Background: an optimization exercise with open tools, aiming at small area. Do not read the settings as production practice. In this exercise RTL edits were held to simulation tests only and were not proved equivalent to the original. No run shown here takes its clock network from TritonCTS; it comes from the design's own scripts or RTL. The flow treats the clock pin as an ideal source. Dropping or thinning the clock tree relies on that and would not hold on a real chip. Power is estimated from default activity; no workload was simulated.

<file path="design/flow/flow/run.sh">
#!/bin/bash
# Own layout flow: the standard flow (standard.sh), except
#  - port buffers use a small buffer cell;
#  - the clock is buffered by flow/manual_cts.tcl (a few clock buffers driven
#    straight from the clock port, each driving a compact group of flip-flops)
#    instead of TritonCTS.
# Settings are in flow/params.sh. Each tool's output goes to a log file here.
set -euo pipefail
W=$(pwd)
F=$W/flow
source "$F/params.sh"

# synthesis script: ORFS synth.tcl with its abc call replaced by flow/permod_abc.tcl
sed "s|^  log_cmd abc {\*}\$abc_args|  source $F/permod_abc.tcl|" \
    "$FLOW_HOME/scripts/synth.tcl" > "$W/orfs_synth_area.tcl"
grep -q 'permod_abc' "$W/orfs_synth_area.tcl"
sed "s|source \$::env(SCRIPTS_DIR)/synth.tcl|set ::env(ADDER_MAP_FILE) {}; source $W/orfs_synth_area.tcl|" \
    "$W/synth_recipe.tcl" > "$W/area_synth.tcl"
grep -q orfs_synth_area "$W/area_synth.tcl"
sed -e "s|$W/synth_recipe.tcl|$W/area_synth.tcl|g" "$W/standard.sh" > "$W/area_synth.sh"
grep -q "area_synth.tcl.*SYNTH_HIERARCHICAL=1" "$W/area_synth.sh"

# several synthesis runs in parallel, each trying other deepsyn seeds; keep the smallest
best=""; best_area=""
for k in $RUNS; do
  sed "s|WORK_HOME=$W/orfs |WORK_HOME=$W/syn_$k |" "$W/area_synth.sh" > "$W/area_synth_$k.sh"
  grep -q "WORK_HOME=$W/syn_$k " "$W/area_synth_$k.sh"
  (PERMOD_PARAMS="$F/permod_params.tcl" PERMOD_DIR="$W/permod_$k" PERMOD_SEED_BASE=$((k * 10)) \
    bash "$W/area_synth_$k.sh" synth > "$W/synth_$k.log" 2>&1 || true) &
done
wait
for k in $RUNS; do
  st="$W/syn_$k/reports/sky130hd/Soft_Processor/base/synth_stat.txt"
  [[ -f "$W/syn_$k/results/sky130hd/Soft_Processor/base/1_synth.odb" && -f "$st" ]] || continue
  a=$(awk '/Chip area for top module/ {print $NF}' "$st" | tail -1)
  echo "run $k: synthesis area $a" | tee -a "$W/synth_choice.log"
  if [[ -z "$best" ]] || awk -v a="$a" -v b="$best_area" 'BEGIN {exit !(a < b)}'; then best=$k; best_area=$a; fi
done
[[ -n "$best" ]]
echo "kept run $best ($best_area)" | tee -a "$W/synth_choice.log"
mv "$W/syn_$best" "$W/orfs"

export BUFFER_PORTS_ARGS="-buffer_cell $PORT_BUF"
export MCTS_LIB="$F/manual_cts_lib.tcl" MCTS_BUFS MCTS_CAPS
export PRE_CTS_TCL="$F/manual_cts.tcl"
bash "$W/standard.sh" finish > "$W/layout.log" 2>&1
</file>
<file path="design/flow/flow/manual_cts.tcl">
# PRE_CTS_TCL hook: buffer the clock by hand (flow/manual_cts_lib.tcl) and skip TritonCTS.
source $::env(MCTS_LIB)
manual_cts $::env(MCTS_BUFS) $::env(MCTS_CAPS)
set_propagated_clock [all_clocks]
rename clock_tree_synthesis orig_clock_tree_synthesis
proc clock_tree_synthesis {args} {
  puts "clock_tree_synthesis skipped: the clock buffers were placed by manual_cts"
}
</file>
<file path="design/flow/flow/manual_cts_lib.tcl">
# Clock buffering without TritonCTS: the flip-flop clock pins are split by recursive
# bisection (alternating on the wider side) into equal groups, one clock buffer per group
# placed at the group's centre and driven straight from the clock port.
proc bisect {sinks caps} {
  if {[llength $caps] == 1} { return [list $sinks] }
  set hc [expr {[llength $caps] / 2}]
  set c1 [lrange $caps 0 [expr {$hc - 1}]]; set c2 [lrange $caps $hc end]
  set w1 0.0; foreach c $c1 { set w1 [expr {$w1 + $c}] }
  set w2 0.0; foreach c $c2 { set w2 [expr {$w2 + $c}] }
  set xs {}; set ys {}
  foreach s $sinks { lappend xs [lindex $s 1]; lappend ys [lindex $s 2] }
  set xs [lsort -real $xs]; set ys [lsort -real $ys]
  set idx [expr {([lindex $xs end] - [lindex $xs 0]) >= ([lindex $ys end] - [lindex $ys 0]) ? 1 : 2}]
  set sorted [lsort -real -index $idx $sinks]
  set h [expr {int(round([llength $sorted] * $w1 / ($w1 + $w2)))}]
  return [concat [bisect [lrange $sorted 0 [expr {$h - 1}]] $c1] \
                 [bisect [lrange $sorted $h end] $c2]]
}
# bufs: one clock buffer cell per group; caps: the relative share of clock pins of each
proc manual_cts {bufs caps} {
  set block [ord::get_db_block]
  set db [ord::get_db]
  set clknet [$block findNet SYSCLK]
  set sinks {}
  foreach it [$clknet getITerms] {
    set inst [$it getInst]
    set bb [$inst getBBox]
    lappend sinks [list $it [expr {([$bb xMin] + [$bb xMax]) / 2.0}] [expr {([$bb yMin] + [$bb yMax]) / 2.0}]]
  }
  set groups [bisect $sinks $caps]
  set k 0
  foreach g $groups {
    set sx 0.0; set sy 0.0
    foreach s $g { set sx [expr {$sx + [lindex $s 1]}]; set sy [expr {$sy + [lindex $s 2]}] }
    set n [llength $g]
    set master [$db findMaster [lindex $bufs $k]]
    set inst [odb::dbInst_create $block $master "clkbuf_m_$k"]
    set net [odb::dbNet_create $block "clknet_m_$k"]
    $net setSigType CLOCK
    [$inst findITerm A] connect $clknet
    [$inst findITerm X] connect $net
    $inst setLocation [expr {int($sx / $n - [$master getWidth] / 2)}] [expr {int($sy / $n - [$master getHeight] / 2)}]
    $inst setPlacementStatus PLACED
    foreach s $g {
      set it [lindex $s 0]
      $it disconnect
      $it connect $net
    }
    puts "manual_cts: buffer $k [$master getName] drives $n clock pins"
    incr k
  }
}
</file>
<file path="design/flow/flow/params.sh">
# layout choices read by run.sh
PORT_BUF="sky130_fd_sc_hd__buf_1"
# clock buffers, one per group of clock pins, with each group's relative size
MCTS_BUFS="sky130_fd_sc_hd__clkbuf_16 sky130_fd_sc_hd__clkbuf_8 sky130_fd_sc_hd__clkbuf_16 sky130_fd_sc_hd__clkbuf_8"
MCTS_CAPS="1.6 1 1.6 1"
RUNS="1 3 4"
</file>
<file path="design/flow/flow/permod_abc.tcl">
# Replaces the single abc call of ORFS synth.tcl (sourced in its place, so $abc_args and
# $lib_args are ORFS's). The design is synthesized hierarchically: each module is mapped
# on its own. The gate modules (g_*) get one plain area mapping; every other module is
# mapped with each of its candidate ABC scripts in turn, keeping the smallest result.
source $::env(PERMOD_PARAMS)
set base_args [lrange $abc_args 2 end]
set sdir $::env(PERMOD_DIR)
file mkdir $sdir

proc permod_script {name body} {
  global sdir
  set f "$sdir/$name.abc"
  set fh [open $f w]; puts $fh $body; close $fh
  return $f
}
proc permod_area {m} {
  global lib_args
  set out [tee -q -s result.string stat {*}$lib_args $m]
  if {![regexp {Chip area for module '\\?[^']*': ([0-9.eE+-]+)} $out -> a]} { error "no area for $m" }
  return $a
}

log_cmd abc -script [permod_script plain $plain_script] {*}$base_args g_*
design -save permod_cur
foreach {m cands} $permod_candidates {
  set best ""; set best_area 0
  foreach c $cands {
    design -load permod_cur
    log_cmd abc -script [permod_script "${m}_[incr ::permod_n]" $c] {*}$base_args $m
    set a [permod_area $m]
    puts "PERMOD $m candidate [string map {"\n" "; "} $c] area $a"
    if {$best eq "" || $a < $best_area} { set best_area $a; set best $c; design -save permod_best }
  }
  puts "PERMOD $m kept area $best_area: [string map {"\n" "; "} $best]"
  design -load permod_best
  design -save permod_cur
}
design -load permod_cur
</file>
<file path="design/flow/flow/permod_params.tcl">
# candidate ABC scripts per module (flow/permod_abc.tcl); PERMOD_SEED_BASE offsets the
# deepsyn seeds so that parallel synthesis runs try different ones
set plain_script "strash\n&get -n\n&st\n&dch\n&nf -R 1000\n&put"
set twice "strash\n&get -n\n&st\n&dch\n&nf -R 1000\n&put\n&get -n\n&st\n&dch\n&nf -R 1000\n&put"
set sb $::env(PERMOD_SEED_BASE)
proc ds {t s} {
  global sb
  return "strash\n&get -n\n&deepsyn -T $t -S [expr {($sb + $s) % 101}]\n&st\n&dch\n&nf -R 1000\n&put"
}
set core_c {}
for {set i 0} {$i < 7} {incr i} { lappend core_c [ds 90 $i] }
set permod_candidates [list \
  core  $core_c \
  rdmux [list $plain_script $twice [ds 45 0] [ds 45 1]] \
  segd  [list $plain_script [ds 20 0] [ds 20 1]] \
  Soft_Processor [list $plain_script [ds 20 0]] \
]
</file>
<file path="design/flow/standard.sh">
#!/bin/bash
# synth_recipe.tcl (not shown) runs the flow's synth.tcl, then flattens the netlist and writes it again
# the make line also repeats each setting of config.mk as NAME=value (left out here)
make -C /OpenROAD-flow-scripts/flow DESIGN_CONFIG=/design/flow/config.mk WORK_HOME=/design/flow/orfs CLKGATE_MAP_FILE= SYNTH_SCRIPT=/design/flow/synth_recipe.tcl "${@:-finish}"
</file>
<file path="design/flow/config.mk">
export PLATFORM = sky130hd
export DESIGN_NAME = Soft_Processor
export DESIGN_NICKNAME = Soft_Processor
export VERILOG_FILES = /design/flow/design.v
export SDC_FILE = /design/flow/constraint.sdc
export NUM_CORES = 4
export LEC_CHECK = 0
export CAP_MARGIN = 0
export CORE_MARGIN = 2
export CORE_UTILIZATION = 65
export GPL_TIMING_DRIVEN = 0
export SLEW_MARGIN = 0
export SYNTH_HIERARCHICAL = 1
export SYNTH_MINIMUM_KEEP_SIZE = 0
</file>
<file path="design/flow/constraint.sdc">
create_clock -name core_clock -period 10.0 [get_ports {SYSCLK}]
set_input_delay 2.0000 -clock core_clock [delete_from_list [all_inputs] [get_ports {SYSCLK}]]
set_output_delay 2.0000 -clock core_clock [all_outputs]
set_load 0.01 [all_outputs]
</file>
<file path="design/flow/design.v">
`timescale 1ns / 1ps
module Soft_Processor(
    output [7:0] LED,
    output [6:0] SEGMENT,
    output reg CTRL,
    input [7:0] SWITCH,
    input [2:0] BUTTON,
    input SYSCLK,
    input RST
);
    reg [2:0] cnt;
    wire tick = cnt[2] & ~cnt[1];
    always @(posedge SYSCLK) begin
        if (RST) cnt <= 3'b000;
        else     cnt <= {cnt[1:0], ~cnt[2]};
    end
    always @(posedge SYSCLK) begin
        if (RST) CTRL <= 1'b0;
        else if (tick) CTRL <= ~CTRL;
    end
    reg [2:0] q0, q1;
    always @(posedge SYSCLK) begin
        if (RST) q0 <= 3'b000;
        else if (tick) q0 <= BUTTON;
    end
    always @(posedge SYSCLK) begin
        if (tick) q1 <= q0;
    end
    wire [2:0] rise = {3{tick}} & q0 & ~q1;
    wire step_edge = rise[0];
    wire ra_next   = rise[1];
    wire pa_next   = rise[2];
    reg [3:0] ACC;
    reg [3:0] PC;
    reg carry;
    reg [3:0] R [0:15];
    wire [3:0] acc_next, pc_next, raddr, nraddr; wire carry_next, wr, clr_all;
    wire [3:0] rval;
    core C(.SWITCH(SWITCH), .PC(PC), .ACC(ACC), .carry(carry), .rval(rval), .RST(RST), .step_edge(step_edge),
           .ra_next(ra_next), .pa_next(pa_next), .acc_next(acc_next), .pc_next(pc_next), .carry_next(carry_next),
           .wr(wr), .raddr(raddr), .nraddr(nraddr), .clr_all(clr_all));
    always @(posedge SYSCLK) begin ACC <= acc_next; PC <= pc_next; carry <= carry_next; end
    rdmux RM(.r({R[15], R[14], R[13], R[12], R[11], R[10], R[9], R[8],
                 R[7], R[6], R[5], R[4], R[3], R[2], R[1], R[0]}), .a(raddr), .y(rval));
    wire [15:0] en;
    wdec WD(.a(raddr), .na(nraddr), .wr(wr), .clr(clr_all), .en(en));
    genvar g;
    generate
        for (g = 0; g < 16; g = g + 1) begin : regs
            always @(posedge SYSCLK) begin
                if (en[g]) R[g] <= acc_next;
            end
        end
    endgenerate
    wire [6:0] seg;
    segd SD(.c(CTRL), .a(raddr), .r(rval), .s(seg));
    assign SEGMENT = seg;
    assign LED = {PC, ACC};
endmodule
module rdmux(input [63:0] r, input [3:0] a, output [3:0] y);
    assign y = r[a*4 +: 4];
endmodule
module segd(input c, input [3:0] a, input [3:0] r, output reg [6:0] s);
    wire [3:0] d = c ? a : r;
    always @(*) begin
        case (d)
            4'h0: s = 7'h7E; 4'h1: s = 7'h30; 4'h2: s = 7'h6D; 4'h3: s = 7'h79;
            4'h4: s = 7'h33; 4'h5: s = 7'h5B; 4'h6: s = 7'h5F; 4'h7: s = 7'h70;
            4'h8: s = 7'h7F; 4'h9: s = 7'h73; 4'hA: s = 7'h77; 4'hB: s = 7'h1F;
            4'hC: s = 7'h0D; 4'hD: s = 7'h3D; 4'hE: s = 7'h4F; default: s = 7'h47;
        endcase
    end
endmodule
module core(input [7:0] SWITCH, input [3:0] PC, input [3:0] ACC, input carry, input [3:0] rval,
  input RST, input step_edge, input ra_next, input pa_next,
  output [3:0] acc_next, output [3:0] pc_next, output carry_next, output wr, output [3:0] raddr, output [3:0] nraddr, output clr_all);
    wire use_rom = (SWITCH[7:4] == 4'h0);
    wire pc_lo = (PC[3:2] == 2'b00);
    reg [3:0] rom_op;
    always @(*) begin
        case (PC[1:0])
            2'd0: rom_op = 4'h1;
            2'd1: rom_op = 4'h8;
            2'd2: rom_op = 4'h2;
            default: rom_op = 4'hB;
        endcase
        if (!pc_lo) rom_op = 4'hF;
    end
    wire [3:0] rom_arg = pc_lo ? {3'b000, (PC[1:0] == 2'd1)} : 4'hF;
    wire [3:0] opcode  = use_rom ? rom_op  : SWITCH[7:4];
    wire [3:0] operand = use_rom ? rom_arg : SWITCH[3:0];
    assign raddr = use_rom ? 4'h0 : SWITCH[3:0];
    assign nraddr = ~raddr;
    wire use_reg = (opcode == 4'h1) | (opcode == 4'h3) | (opcode == 4'h4) |
                   (opcode == 4'h5) | (opcode == 4'h6);
    wire [3:0] b = use_reg ? rval : operand;
    wire is_sub = (opcode == 4'h4) | (opcode == 4'h9);
    wire [4:0] sum = {1'b0, ACC} + {1'b0, b ^ {4{is_sub}}} + {4'b0, is_sub};
    wire cout = sum[4] ^ is_sub;
    reg [3:0] alu;
    always @(*) begin
        case (opcode)
            4'h3, 4'h4, 4'h8, 4'h9: alu = sum[3:0];
            4'h5: alu = ACC & b;
            4'h6: alu = ACC | b;
            default: alu = b;  
        endcase
    end
    wire acc_wr   = (opcode == 4'h1) | (opcode == 4'h3) | (opcode == 4'h4) |
                    (opcode == 4'h5) | (opcode == 4'h6) | (opcode == 4'h7) |
                    (opcode == 4'h8) | (opcode == 4'h9);
    wire carry_wr = (opcode == 4'h3) | (opcode == 4'h4) | (opcode == 4'h8) | (opcode == 4'h9);
    wire acc_zero = (ACC == 4'h0);
    wire taken = (opcode == 4'hA) | ((opcode == 4'hB) & ~acc_zero) |
                 ((opcode == 4'hC) & acc_zero) | ((opcode == 4'hD) & ~carry) |
                 ((opcode == 4'hE) & carry);
    wire halt = (opcode == 4'hF);
    assign clr_all = RST | ra_next;
    wire clr_pa  = clr_all | pa_next;
    wire exec    = step_edge & ~pa_next;    
    assign acc_next = clr_pa ? 4'h0 : (exec & acc_wr) ? alu : ACC;
    assign pc_next = clr_pa ? 4'h0 : (exec & ~halt) ? (taken ? operand : PC + 4'h1) : PC;
    assign carry_next = clr_all ? 1'b0 : (exec & carry_wr) ? cout : carry;
    assign wr = exec & (opcode == 4'h2);
endmodule
module wdec(input [3:0] a, input [3:0] na, input wr, input clr, output [15:0] en);
    wire [3:0] nh, nl;
    g_a31oi h0(.a(wr), .b(na[3]), .c(na[2]), .d(clr), .y(nh[0]));
    g_a31oi h1(.a(wr), .b(na[3]), .c(a[2]),  .d(clr), .y(nh[1]));
    g_a31oi h2(.a(wr), .b(a[3]),  .c(na[2]), .d(clr), .y(nh[2]));
    g_a31oi h3(.a(wr), .b(a[3]),  .c(a[2]),  .d(clr), .y(nh[3]));
    g_a21oi l0(.a(na[1]), .b(na[0]), .c(clr), .y(nl[0]));
    g_a21oi l1(.a(na[1]), .b(a[0]),  .c(clr), .y(nl[1]));
    g_a21oi l2(.a(a[1]),  .b(na[0]), .c(clr), .y(nl[2]));
    g_a21oi l3(.a(a[1]),  .b(a[0]),  .c(clr), .y(nl[3]));
    genvar g;
    generate for (g = 0; g < 16; g = g + 1) begin : e
        g_nor2 n(.a(nh[g / 4]), .b(nl[g % 4]), .y(en[g]));
    end endgenerate
endmodule
module g_nor2(input a, input b, output y); assign y = ~(a | b); endmodule
module g_a21oi(input a, input b, input c, output y); assign y = ~((a & b) | c); endmodule
module g_a31oi(input a, input b, input c, input d, output y); assign y = ~((a & b & c) | d); endmodule
</file>
==> reports/summary.txt, run 1 <==
Worst VDD drop -> 0.193 mV
Finish-stage setup viols -> 0
Cells on worst reg2reg path -> 12
Initial Util -> 66.3%
Maximum clock frequency -> 108 MHz
WL/cell -> 19.9 um
Commonest non-fill, non-tap cell in the layout -> edfxtp_1
WP depth -> 19
Residual DRC -> 0
Sequential-to-total area share from yosys stat -> 65.0%
Relative slew slack -> 8.20%
Syn_nets -> 303
Area leader, netlist -> edfxtp_1
GPL Wtd Cong -> 0.957
Pins over their slew limit -> 0
Die width -> 78.3 um
Total negative slack -> 0 ps
Mean Syn Cell Area -> 12.4 um^2
Prevailing post-synth register cell -> edfxtp_1
Flops & latches, synth -> 83
Synth-to-layout area growth -> 8.51%
CP delay by family, top -> simple AND/OR/NAND/NOR gates
DP Wirelength -> 5800 um
Post-CTS sizing -> 0
FP Rows -> 27
Final hold viol count -> 0
Vias -> 2630
Layout cell share with drive strength beyond 1 -> 2.77%
Post-route setup slack -> 703 ps
Critical path cell sequence -> buf_1 > or4_1 > nand2_1 > clkinv_1 > nor3b_1 > a22o_1 > a221oi_1 > and4_1 > a31oi_1 > mux2i_1 > xor2_1 > nand2_1 > a21boi_0 > nor2_1 > a21boi_0 > o221ai_1 > nor2_1 > a211oi_1 > buf_1
First-pass GRT wire length -> 12400 um
Hold Path Class -> reg2reg
Fillers -> 404
Vias in the first global route -> 2339
Antenna Cells -> 0
Commonest cells after routing, fill and taps aside -> edfxtp_1 (67), nor2_1 (41), buf_1 (28)
PortBufs -> 28
Number of flops mapped to enable cells by yosys -> 67
Core ar. -> 5410 um^2
Synth top area share -> 56.1%
Critical Path Fanout Max -> 11
Hold bufs inserted after CTS -> 0
Setup Buffers After CTS -> 0
Antenna viol nets, final -> 0
WP data required -> 8000 ps
Unrepaired setup endpoints after global routing -> false
Largest net degree at the start of global routing -> 27
NumNets Final -> 340
Final Critical Period -> 9300 ps
Ys async rst share -> 0%
Post-DP Area -> 3810 um^2
WL final -> 7910 um
Hold Crit Depth -> 1
Remaining Overflow, GRT -> 0
Period utilization -> 93.0%
Tot GR Track Use -> 26.2%
WS Path Type -> in2out
Slowest CP cell -> nor3b_1
Die ar. -> 6130 um^2
Synth top area cells -> edfxtp_1 (56%), dfxtp_1 (8.9%), nor2_1 (4.3%)
Initial antenna violation count -> 0
First DRT Iteration DRCs -> 426
Via/cell ratio -> 6.62
Skew final -> 17.5 ps
Setup slack after placement -> 969 ps
DR pass1 iterations -> 7
Clk slew on worst S/H paths -> 80 ps
Pwr per Cell Area -> 156 nW/um^2
Post-Syn Area -> 3590 um^2
Hold_ws -> 454 ps
Critical Path AT -> 7300 ps
CP Capture Type -> output pin
Max-cap violations -> 0
Worst path bufs/invs -> 3
Worst-Margin Slew -> 1380 ps
Critical Path Start Type -> primary input
Top-Level Pins -> 29
Leak -> 0.00129 uW
Slowest stage delay, CP -> 1040 ps
Gate Count Post-Synth -> 290
Synth warn -> 10
Post-route cell area -> 3890 um^2
Post-Route Utilization -> 72.0%
Unique masters post-synth -> 43
Outcome -> timing/DRC/antenna clean
Clk Latency, worst-skew pair -> 160 ps
Die Y -> 78.3 um
==> synth_stat cells, drive strengths merged, types with 3 or more instances <==
cell type,count
edfxtp,67
nor2,41
a21oi,21
nand2,21
dfxtp,16
a31oi,11
a22o,9
clkinv,9
a221oi,8
a222oi,8
and3,5
nor3,5
o22ai,5
xnor2,5
nor3b,4
a31o,3
and4,3
mux2,3
mux2i,3
nand2b,3
nand3,3
nor2b,3
o21ai,3
or3,3
xor2,3
==> modules after synthesis, one instance, submodules excluded, excerpt <==
| module | flip-flops and latches | cell area [um^2] |
|---|---|---|
| Soft_Processor | 83 | 2430 |
| core | 0 | 539 |
| rdmux | 0 | 372 |
| segd | 0 | 144 |
| g_a31oi | 0 | 6.26 |
| g_a21oi | 0 | 5.00 |
| g_nor2 | 0 | 3.75 |
==> worst register-to-register path: cells and delay by family, from the launching register on <==
family | cells | cell delay, ps
DFF | 1 | 380
buffers and inverters | 1 | 360
AOI/OAI and AO/OA | 5 | 1890
and+or+nand+nor | 6 | 1680
==> registers in the layout (all words and copies together), names as in the netlist <==
name,cells
q1,3
ACC,4
cnt,3
CTRL,1
PC,4
R,64
q0,3
carry,1
==> area by class of cell <==
cell class | count | area [um^2] | area share [%]
buffer | 4 | 77.6 | 1.99
inverter | 9 | 33.8 | 0.868
multi-input combinational | 198 | 1230 | 31.7
sequential | 83 | 2330 | 59.9
tap | 72 | 90.1 | 2.32
timing repair buffer | 31 | 125 | 3.22
==> final timing paths <==
path                                start         end  slack, ps
worst max register to register      PC[2]     R[8][3]       5510
worst min register to register     cnt[2]      cnt[0]        450
worst max-delay path            SWITCH[4]  SEGMENT[6]        700
worst min-delay path               cnt[2]      cnt[0]        450
==> routing by layer <==
metal | track usage (%) | wire, um | vias up | part of all wire (%)
met1 | 42.5 | 3550 | 1250 | 45
met4 | 3.51 | 65 | 0 | 0.82
met5 | 0 | 0 | - | 0
met3 | 2.76 | 731 | 8 | 9.2
li1 | - | - | 1229 | -
met2 | 39.9 | 3560 | 143 | 45
==> kinds of logic (layout without fill, tap and decap cells) <==
group                     count (synthesis)  in the layout  synth area share (%)
xor gates and xnor gates                  8              8                  1.95
AOI/OAI and AO/OA                        82             82                  16.4
muxes                                     6              6                  1.78
DFF                                      83             83                  65.0
and+or+nand+nor                         102            102                  13.9
buffers and inverters                     9             44                 0.942
==> power by group <==
group / total [uW] / leakage [uW] / switching (uW) / internal (uW)
registers: 389 / 0.000790 / 4.28 / 384
clock network: 133 / 0.0000390 / 77.6 / 55.1
logic: 85.7 / 0.000457 / 59.7 / 26.0
total: 607 / 0.00129 / 142 / 466
==> stage by stage <==
step | total power [uW] | instances
final | 607 | 397
after global routing | 627 | 397
after CTS | 606 | 397
after detailed placement | 480 | 393
after global placement | 478 | 390
after floorplan | 452 | 290
==> run 2: changes to the inputs <==
--- a/design/flow/design.v
+++ b/design/flow/design.v
@@ -35,9 +35,13 @@
     reg carry;
     reg [3:0] R [0:15];
-    wire [3:0] acc_next, pc_next, raddr, nraddr; wire carry_next, wr, clr_all;
+    wire [3:0] acc_next, acc_pre_n, pc_next, raddr, nraddr; wire carry_next, wr, clr_all, clr_pa;
     wire [3:0] rval;
     core C(.SWITCH(SWITCH), .PC(PC), .ACC(ACC), .carry(carry), .rval(rval), .RST(RST), .step_edge(step_edge),
-           .ra_next(ra_next), .pa_next(pa_next), .acc_next(acc_next), .pc_next(pc_next), .carry_next(carry_next),
+           .ra_next(ra_next), .pa_next(pa_next), .acc_pre_n(acc_pre_n), .clr_pa(clr_pa), .pc_next(pc_next), .carry_next(carry_next),
            .wr(wr), .raddr(raddr), .nraddr(nraddr), .clr_all(clr_all));
+    g_nor2 an0(.a(clr_pa), .b(acc_pre_n[0]), .y(acc_next[0]));
+    g_nor2 an1(.a(clr_pa), .b(acc_pre_n[1]), .y(acc_next[1]));
+    g_nor2 an2(.a(clr_pa), .b(acc_pre_n[2]), .y(acc_next[2]));
+    g_nor2 an3(.a(clr_pa), .b(acc_pre_n[3]), .y(acc_next[3]));
     always @(posedge SYSCLK) begin ACC <= acc_next; PC <= pc_next; carry <= carry_next; end
     rdmux RM(.r({R[15], R[14], R[13], R[12], R[11], R[10], R[9], R[8],
@@ -74,5 +78,5 @@
 module core(input [7:0] SWITCH, input [3:0] PC, input [3:0] ACC, input carry, input [3:0] rval,
   input RST, input step_edge, input ra_next, input pa_next,
-  output [3:0] acc_next, output [3:0] pc_next, output carry_next, output wr, output [3:0] raddr, output [3:0] nraddr, output clr_all);
+  output [3:0] acc_pre_n, output clr_pa, output [3:0] pc_next, output carry_next, output wr, output [3:0] raddr, output [3:0] nraddr, output clr_all);
     wire use_rom = (SWITCH[7:4] == 4'h0);
     wire pc_lo = (PC[3:2] == 2'b00);
@@ -117,7 +121,7 @@
     wire halt = (opcode == 4'hF);
     assign clr_all = RST | ra_next;
-    wire clr_pa  = clr_all | pa_next;
+    assign clr_pa = clr_all | pa_next;
     wire exec    = step_edge & ~pa_next;    
-    assign acc_next = clr_pa ? 4'h0 : (exec & acc_wr) ? alu : ACC;
+    assign acc_pre_n = ~((exec & acc_wr) ? alu : ACC);
     assign pc_next = clr_pa ? 4'h0 : (exec & ~halt) ? (taken ? operand : PC + 4'h1) : PC;
     assign carry_next = clr_all ? 1'b0 : (exec & carry_wr) ? cout : carry;
--- a/design/flow/flow/params.sh
+++ b/design/flow/flow/params.sh
@@ -4,3 +4,3 @@
 MCTS_BUFS="sky130_fd_sc_hd__clkbuf_16 sky130_fd_sc_hd__clkbuf_8 sky130_fd_sc_hd__clkbuf_16 sky130_fd_sc_hd__clkbuf_8"
 MCTS_CAPS="1.6 1 1.6 1"
-RUNS="1 3 4"
+RUNS="1 2 3 4"
==> run 2 against run 1 <==
Compared with the run above: via count down 3.8%; clock skew up 2.3 ps; design area down 0.96%; clock power about the same; largest power group unchanged; sequential cell count unchanged; highest routed layer unchanged; synthesized area down 0.14%; cell count up 0.50%; sequential power up 2%; register-to-register slack about the same; die area down 0.13%; first-iteration DRC count down 24%.
==> reports/summary.txt, run 2 <==
NumNets Final -> 342 (was 340)
Flops & latches, synth -> 83 (unchanged)
Hold Crit Depth -> 1 (unchanged)
Synth-to-layout area growth -> 7.62% (was 8.51%)
CP delay by family, top -> simple AND/OR/NAND/NOR gates (unchanged)
Period utilization -> 93.8% (was 93.0%)
Clk Latency, worst-skew pair -> 170 ps (was 160 ps)
Core ar. -> 5410 um^2 (unchanged)
Critical Path Fanout Max -> 11 (unchanged)
Slowest CP cell -> nor3b_1 (unchanged)
Max FFs per register -> 64 (unchanged)
Pwr per Cell Area -> 159 nW/um^2 (was 156 nW/um^2)
WP depth -> 21 (was 19)
Antenna Cells -> 0 (unchanged)
Hold_ws -> 427 ps (was 454 ps)
Worst path bufs/invs -> 4 (was 3)
Sequential-to-total area share from yosys stat -> 65.1% (was 65.0%)
Cells on worst reg2reg path -> 15 (was 12)
Mean Syn Cell Area -> 12.1 um^2 (was 12.4 um^2)
Commonest cells after routing, fill and taps aside -> edfxtp_1 (67), nor2_1 (48), buf_1 (28) (was edfxtp_1 (67), nor2_1 (41), buf_1 (28))
PortBufs -> 28 (unchanged)
Leak -> 0.00126 uW (was 0.00129 uW)
Post-Route Utilization -> 71.3% (was 72.0%)
DR pass1 iterations -> 6 (was 7)
Biggest register -> R (unchanged)
Maximum clock frequency -> 107 MHz (was 108 MHz)
Total negative slack -> 0 ps (unchanged)
Die ar. -> 6120 um^2 (was 6130 um^2)
Critical Path Start Type -> primary input (unchanged)
Max-cap violations -> 0 (unchanged)
Final hold viol count -> 0 (unchanged)
Initial antenna violation count -> 0 (unchanged)
Tot GR Track Use -> 25.4% (was 26.2%)
Synth top area cells -> edfxtp_1 (56%), dfxtp_1 (8.9%), nor2_1 (5.0%) (was edfxtp_1 (56%), dfxtp_1 (8.9%), nor2_1 (4.3%))
Critical R2R Capture -> R[5][3] (was R[8][3])
First DRT Iteration DRCs -> 323 (was 426)
Largest net degree at the start of global routing -> 27 (unchanged)
Final Critical Period -> 9380 ps (was 9300 ps)
Worst-Margin Slew -> 1240 ps (was 1380 ps)
Hold Path Class -> reg2reg (unchanged)
Initial Util -> 66.2% (was 66.3%)
Number of flops mapped to enable cells by yosys -> 67 (unchanged)
List of most frequent post-synthesis cells -> edfxtp_1 (67), nor2_1 (48), nand2_1 (22) (was edfxtp_1 (67), nor2_1 (41), a21oi_1 (21), nand2_1 (21), dfxtp_1 (16))
Residual DRC -> 0 (unchanged)
Register-to-register setup slack -> 5510 ps (about the same)
Commonest non-fill, non-tap cell in the layout -> edfxtp_1 (unchanged)
Finish-stage setup viols -> 0 (unchanged)
Critical Path AT -> 7380 ps (was 7300 ps)
Die Y -> 78.2 um (was 78.3 um)
Unrepaired setup endpoints after global routing -> false (unchanged)
Setup Buffers After CTS -> 0 (unchanged)
Most frequent cell after synthesis -> edfxtp_1 (unchanged)
Pins over their slew limit -> 0 (unchanged)
GPL Wtd Cong -> 0.890 (was 0.957)
Synth top area share -> 56.2% (was 56.1%)
Synth warn -> 10 (unchanged)
RR Startpoint -> PC[0] (was PC[2])
Worst VDD drop -> 0.181 mV (was 0.193 mV)
Post-Syn Area -> 3580 um^2 (was 3590 um^2)
Prevailing post-synth register cell -> edfxtp_1 (unchanged)
WS Path Type -> in2out (unchanged)
Via/cell ratio -> 6.34 (was 6.62)
Syn_nets -> 308 (was 303)
Hold EP -> cnt[0] (unchanged)
Skew final -> 19.8 ps (was 17.5 ps)
First-pass GRT wire length -> 12000 um (was 12400 um)
WL/cell -> 18.9 um (was 19.9 um)
Unique masters post-synth -> 39 (was 43)
Relative slew slack -> 17.4% (was 8.20%)
Outcome -> timing/DRC/antenna clean (unchanged)
CP Capture Type -> output pin (unchanged)
Area leader, netlist -> edfxtp_1 (unchanged)
CP most frequent cell -> nor2_1
Antenna viol nets, final -> 0 (unchanged)
Vias in the first global route -> 2353 (was 2339)
Vias -> 2530 (was 2630)
Remaining Overflow, GRT -> 0 (unchanged)
Top-Level Pins -> 29 (unchanged)
CP Launch Point -> SWITCH[5] (was SWITCH[4])
Clk slew on worst S/H paths -> 90 ps (was 80 ps)
Critical path cell sequence -> buf_1 > nor2_1 > clkinv_1 > or3_1 > nand2_1 > clkinv_1 > nor3b_1 > a22o_1 > a221oi_1 > and4_1 > a31oi_1 > mux2i_1 > xor2_1 > nand2_1 > a21boi_0 > nor2_1 > a21boi_0 > o221ai_1 > nor2_1 > a211oi_1 > buf_1 (was buf_1 > or4_1 > nand2_1 > clkinv_1 > nor3b_1 > a22o_1 > a221oi_1 > and4_1 > a31oi_1 > mux2i_1 > xor2_1 > nand2_1 > a21boi_0 > nor2_1 > a21boi_0 > o221ai_1 > nor2_1 > a211oi_1 > buf_1)
DP Wirelength -> 5360 um (was 5800 um)
Die width -> 78.2 um (was 78.3 um)
WP data required -> 8000 ps (about the same)
FP Rows -> 27 (unchanged)
Slowest stage delay, CP -> 1050 ps (was 1040 ps)
Gate Count Post-Synth -> 295 (was 290)
Hold wc startpoint -> cnt[2] (unchanged)
Layout cell share with drive strength beyond 1 -> 1.22% (was 2.77%)
Power Total -> 615 uW (was 607 uW)
Largest regs -> R x64, ACC x4, PC x4 (unchanged)
Hold bufs inserted after CTS -> 0 (unchanged)
Ys async rst share -> 0% (unchanged)
WL final -> 7530 um (was 7910 um)
Post-CTS sizing -> 0 (unchanged)
-- run 2: cell types whose count changed after synthesis, moves of 2 or more --
cell,before,now
nor2_1,41,48
xnor2_1,5,2
or4_1,2,0
and3_1,5,2
a2111oi_0,2,0
o22ai_1,5,3
nand4_1,2,0
a31o_1,3,0
or2_0,1,4
a211oi_1,1,3
o21ai_0,3,12
-- run 2: layout make-up --
type | instances | area [um^2]
buffer | 4 | 77.6
sequential | 83 | 2330
multi-input combinational | 204 | 1220
inverter | 8 | 30.0
tap | 72 | 90.1
fill | 392 | 1550
timing repair buffer | 28 | 105
-- run 2: stage by stage --
| step | area (um^2) | setup WS, ps | std cells |
|---|---|---|---|
| 5_1_grt | 3850 | 300 | 399 |
| 4_1_cts | 3850 | 817 | 399 |
| 3_3_place_gp | 3780 | 966 | 395 |
| 6_report | 3850 | 617 | 399 |
| 2_1_floorplan | 3580 | 1890 | 295 |
| 3_5_place_dp | 3780 | 843 | 395 |
-- run 2: cell families after synthesis --
| kind of cell | synth area share, % |
|---|---|
| simple gates | 13.5 |
| mux | 2.06 |
| fa+ha+maj | 0.280 |
| buf+inv | 0.839 |
| compound gates | 16.7 |
| flops | 65.1 |
| xor+xnor | 1.47 |
-- run 2: metal layers --
metal	track usage, %	vias to the layer above	wire length, um
li1	-	1230	-
met4	3.86	0	58
met2	40.3	82	3450
met5	0	-	0
met3	3.56	7	570
met1	38.9	1211	3450
-- run 2: power breakdown --
part,leakage [uW],internal [uW],switching [uW],total (uW)
Clock,0.0000390,55.1,77.1,132
Sequential,0.000791,389,5.30,395
Combinational,0.000431,26.7,61.0,87.7
Total,0.00126,471,143,615
-- run 2: worst max-delay path by stage --
stage / end / slack (ps)
floorplan: SEGMENT[6] / 1890
global placement: SEGMENT[6] / 970
detailed placement: SEGMENT[6] / 840
CTS: SEGMENT[6] / 820
global route: SEGMENT[6] / 300
finish: SEGMENT[6] / 620
-- run 2: per-module statistics from Yosys (local to each module, per instance), a selection --
module	flops+latches	cell area, um^2
g_a31oi	0	6.26
g_nor2	0	3.75
segd	0	144
core	0	519
rdmux	0	372
g_a21oi	0	5.00
Soft_Processor	83	2430
==> run 3: changes to the inputs <==
--- a/design/flow/flow/params.sh
+++ b/design/flow/flow/params.sh
@@ -4,3 +4,3 @@
 MCTS_BUFS="sky130_fd_sc_hd__clkbuf_16 sky130_fd_sc_hd__clkbuf_8 sky130_fd_sc_hd__clkbuf_16 sky130_fd_sc_hd__clkbuf_8"
 MCTS_CAPS="1.6 1 1.6 1"
-RUNS="1 2 3 4"
+RUNS="5 6 7 8"
==> run 3 against run 2 <==
Compared with the run above: still clean; clock power about the same; design area increased by 0.29%; worst setup slack improved by 180 ps; cell count increased by 0.50%; first-iteration DRC count decreased by 8.4%; clock skew increased by 1.8 ps; combinational power decreased by 8.0%; sequential power decreased by 2%; hold slack improved by 0.68 ps; fmax increased by 2.0%; synthesized area increased by 0.31%; critical path depth decreased by 1; critical endpoint unchanged; largest cell class unchanged.
==> reports/summary.txt, run 3 <==
Outcome -> timing/DRC/antenna clean (unchanged)
CP Launch Point -> SWITCH[5] (unchanged)
Syn_nets -> 310 (was 308)
Worst path bufs/invs -> 3 (was 4)
Layout cell share with drive strength beyond 1 -> 1.22% (about the same)
Initial Util -> 66.5% (was 66.2%)
Prevailing post-synth register cell -> edfxtp_1 (unchanged)
Residual DRC -> 0 (unchanged)
Total negative slack -> 0 ps (unchanged)
Slowest stage delay, CP -> 1050 ps (about the same)
DR pass1 iterations -> 7 (was 6)
Vias -> 2590 (was 2530)
Top-Level Pins -> 29 (unchanged)
Hold Path Class -> reg2reg (unchanged)
Tot GR Track Use -> 25.5% (was 25.4%)
Synth top area cells -> edfxtp_1 (56%), dfxtp_1 (8.9%), nor2_1 (4.2%) (was edfxtp_1 (56%), dfxtp_1 (8.9%), nor2_1 (5.0%))
Post-Syn Area -> 3590 um^2 (was 3580 um^2)
Gate power share -> 13.4% (was 14.3%)
Die width -> 78.3 um (was 78.2 um)
Post-synthesis adder-cell area fraction -> 0% (was 0.280%)
Initial antenna violation count -> 0 (unchanged)
Period utilization -> 92.0% (was 93.8%)
Post-Route Utilization -> 71.5% (was 71.3%)
Power share of the sequential group -> 64.4% (was 64.2%)
Largest family of logic cells by synthesized area -> compound AO/OA/AOI/OAI gates (unchanged)
Internal Pwr Total -> 464 uW (was 471 uW)
DP Wirelength -> 5490 um (was 5360 um)
Setup Buffers After CTS -> 0 (unchanged)
Remaining Overflow, GRT -> 0 (unchanged)
Simple-gate portion of the synthesized area -> 13.8% (was 13.5%)
First-pass GRT wire length -> 12100 um (was 12000 um)
Max FFs per register -> 64 (unchanged)
Clk slew on worst S/H paths -> 90 ps (about the same)
Final hold viol count -> 0 (unchanged)
Largest net degree at the start of global routing -> 27 (unchanged)
Critical Path Start Type -> primary input (unchanged)
Synth-to-layout area growth -> 7.59% (was 7.62%)
Psw -> 139 uW (was 143 uW)
PortBufs -> 28 (unchanged)
Synth Area in XOR/XNOR -> 1.46% (was 1.47%)
First DRT Iteration DRCs -> 296 (was 323)
Vias in the first global route -> 2312 (was 2353)
Skew final -> 21.6 ps (was 19.8 ps)
Fillers -> 403 (was 392)
Pins over their slew limit -> 0 (unchanged)
Flops & latches, synth -> 83 (unchanged)
Unrepaired setup endpoints after global routing -> false (unchanged)
Clk Latency, worst-skew pair -> 170 ps (about the same)
Leak -> 0.00129 uW (was 0.00126 uW)
Antenna Cells -> 0 (unchanged)
Number of flops mapped to enable cells by yosys -> 67 (unchanged)
WL/cell -> 19.1 um (was 18.9 um)
Post-CTS sizing -> 0 (unchanged)
Sequential-to-total area share from yosys stat -> 64.9% (was 65.1%)
Critical Path AT -> 7200 ps (was 7380 ps)
Slowest CP cell -> nor3b_1 (unchanged)
Relative slew slack -> 16.1% (was 17.4%)
Critical path cell sequence -> buf_1 > or3_1 > nand2b_1 > nand2_1 > clkinv_1 > nor3b_1 > a22o_1 > a221oi_1 > and3_1 > a31oi_1 > mux2_1 > xor2_1 > nand2_1 > a21boi_0 > nor2_1 > a21boi_0 > o221ai_1 > nor2_1 > a211oi_1 > buf_1 (was buf_1 > nor2_1 > clkinv_1 > or3_1 > nand2_1 > clkinv_1 > nor3b_1 > a22o_1 > a221oi_1 > and4_1 > a31oi_1 > mux2i_1 > xor2_1 > nand2_1 > a21boi_0 > nor2_1 > a21boi_0 > o221ai_1 > nor2_1 > a211oi_1 > buf_1)
Ys async rst share -> 0% (unchanged)
NumNets Final -> 344 (was 342)
Most frequent cell after synthesis -> edfxtp_1 (unchanged)
Compound-Gate Fraction of Synth Area -> 16.8% (was 16.7%)
Die Y -> 78.3 um (was 78.2 um)
Max-cap violations -> 0 (unchanged)
Hold wc startpoint -> cnt[2] (unchanged)
Critical Path Fanout Max -> 11 (unchanged)
Sw frac -> 23.0% (was 23.3%)
Die ar. -> 6140 um^2 (was 6120 um^2)
Synth warn -> 10 (unchanged)
Clock share of power -> 22.2% (was 21.5%)
WP data required -> 8000 ps (about the same)
Antenna viol nets, final -> 0 (unchanged)
Unique masters post-synth -> 38 (was 39)
Area leader, netlist -> edfxtp_1 (unchanged)
List of most frequent post-synthesis cells -> edfxtp_1 (67), nor2_1 (40), nand2_1 (28) (was edfxtp_1 (67), nor2_1 (48), nand2_1 (22))
Hold bufs inserted after CTS -> 0 (unchanged)
Commonest cells after routing, fill and taps aside -> edfxtp_1 (67), nor2_1 (40), nand2_1 (28), buf_1 (28) (was edfxtp_1 (67), nor2_1 (48), buf_1 (28))
Largest regs -> R x64, ACC x4, PC x4 (unchanged)
RR Startpoint -> R[11][0] (was PC[0])
Biggest register -> R (unchanged)
Gate Count Post-Synth -> 297 (was 295)
Mean Syn Cell Area -> 12.1 um^2 (about the same)
Pwr per Cell Area -> 156 nW/um^2 (was 159 nW/um^2)
Core ar. -> 5410 um^2 (unchanged)
DP Cell Count -> 397 (was 395)
WS Path Type -> in2out (unchanged)
Finished Layout Cells -> 401 (was 399)
Synth top area share -> 56.0% (was 56.2%)
Via/cell ratio -> 6.46 (was 6.34)
CP delay by family, top -> simple AND/OR/NAND/NOR gates (unchanged)
Finish-stage setup viols -> 0 (unchanged)
Commonest non-fill, non-tap cell in the layout -> edfxtp_1 (unchanged)
Worst VDD drop -> 0.161 mV (was 0.181 mV)
Power Total -> 603 uW (was 615 uW)
Register Area -> 2330 um^2 (unchanged)
CP Capture Type -> output pin (unchanged)
Maximum clock frequency -> 109 MHz (was 107 MHz)
GPL Wtd Cong -> 0.901 (was 0.890)
Post-route setup slack -> 798 ps (was 617 ps)
Multi-input combinational cell area -> 1220 um^2 (about the same)
Final Critical Period -> 9200 ps (was 9380 ps)
FP Rows -> 27 (unchanged)
Setup slack after placement -> 895 ps (was 843 ps)
Worst-Margin Slew -> 1260 ps (was 1240 ps)
Multiplexer share of the synthesized area -> 2.06% (about the same)
WL final -> 7650 um (was 7530 um)
[run 3: cell types whose count changed after synthesis, sizes merged, moves of 4 or more]
cell   before  now
a21oi      21   16
a22oi       2    6
nand2      22   28
nor2       48   40
o22ai       3    7
[run 3: final timing paths]
kind	endpoint	slack (ps)	cells after the start
max	SEGMENT[6]	800	20
min	cnt[0]	430	1
max reg2reg	R[15][3]	5730	14
min reg2reg	cnt[0]	430	1
[run 3: stage by stage]
step                      instance area [um^2]  hold slack (ps)
after global routing                      3860              468
after detailed placement                  3790              421
after CTS                                 3860              435
after global placement                    3790              407
after floorplan                           3590              389
final                                     3860              428
[run 3: cell families after synthesis]
| group | count (synthesis) |
|---|---|
| AO/OA/AOI/OAI | 85 |
| XOR/XNOR | 6 |
| buffers and inverters | 10 |
| flip-flops | 83 |
| multiplexers | 7 |
| AND/OR/NAND/NOR | 106 |
[run 3: worst register-to-register path: stages, from the launching register on]
cell and delay, ps:
edfxtp_1 390, a222oi_1 400, nand4_1 170, a221oi_1 260, a31oi_1 150, a21oi_1 320
nor2b_1 110, nand2_1 90, or2_0 210, a21o_1 150, a21boi_0 380, xnor2_1 170
nor2_1 120, a31oi_1 50, nor2_1 940
[run 3: per-layer routing]
layer / vias up / GRT usage, % / part of all wire [%]
met2: 118 / 41.9 / 47
li1: 1227 / - / -
met3: 15 / 1.49 / 7.8
met4: 0 / 4.39 / 2.0
met5: - / 0 / 0
met1: 1230 / 38.8 / 43
[run 3: modules after synthesis, one instance, submodules excluded, a selection]
module,cells inside,area [um^2]
segd,22,144
rdmux,50,367
core,97,536
g_a31oi,1,6.26
Soft_Processor,100,2430
g_a21oi,1,5.00
g_nor2,1,3.75
[run 3: cell type report]
class	instances	area share, %
Sequential cell	83	60.3
Multi-Input combinational cell	204	31.6
Timing Repair Buffer	28	2.72
Tap cell	72	2.33
Buffer	4	2.01
Inverter	10	0.971
[run 3: power by group through the flow]
| stage | logic (uW) | clock network [uW] | registers (uW) |
|---|---|---|---|
| 2_1_floorplan | 54.3 | 0 | 395 |
| 3_3_place_gp | 77.8 | 0 | 396 |
| 3_5_place_dp | 79.4 | 0 | 396 |
| 4_1_cts | 79.8 | 133 | 388 |
| 5_1_grt | 88.4 | 146 | 390 |
| 6_report | 80.7 | 134 | 388 |

## port drivers added, routing unchanged
The results above use ideal ports. As a check the final layouts listed here were re-extracted and re-timed, cells and wires unchanged.
Step 1, drivers: a clkbuf_16 drives SYSCLK and a buf_2 each remaining input, both assumed.
Step 2 also shifts input and output timing later by t, the mid clock arrival at the registers, as if the neighbouring blocks saw the same clock.
Three values: ideal, step 1, step 2; two values: the first two.
run	t, ns	setup WS [ns]	worst data-port slew with drivers (ns)
run 1	0.222	0.703 / 0.683 / 0.683	0.03
run 2	0.224	0.617 / 0.598 / 0.598	0.03
run 3	0.224	0.798 / 0.775 / 0.775	0.03
After both steps setup and hold are still met in every run listed. The setup slack of run 3, which loses most, moves by -0.023 ns with the drivers and by -0.023 ns with both steps.
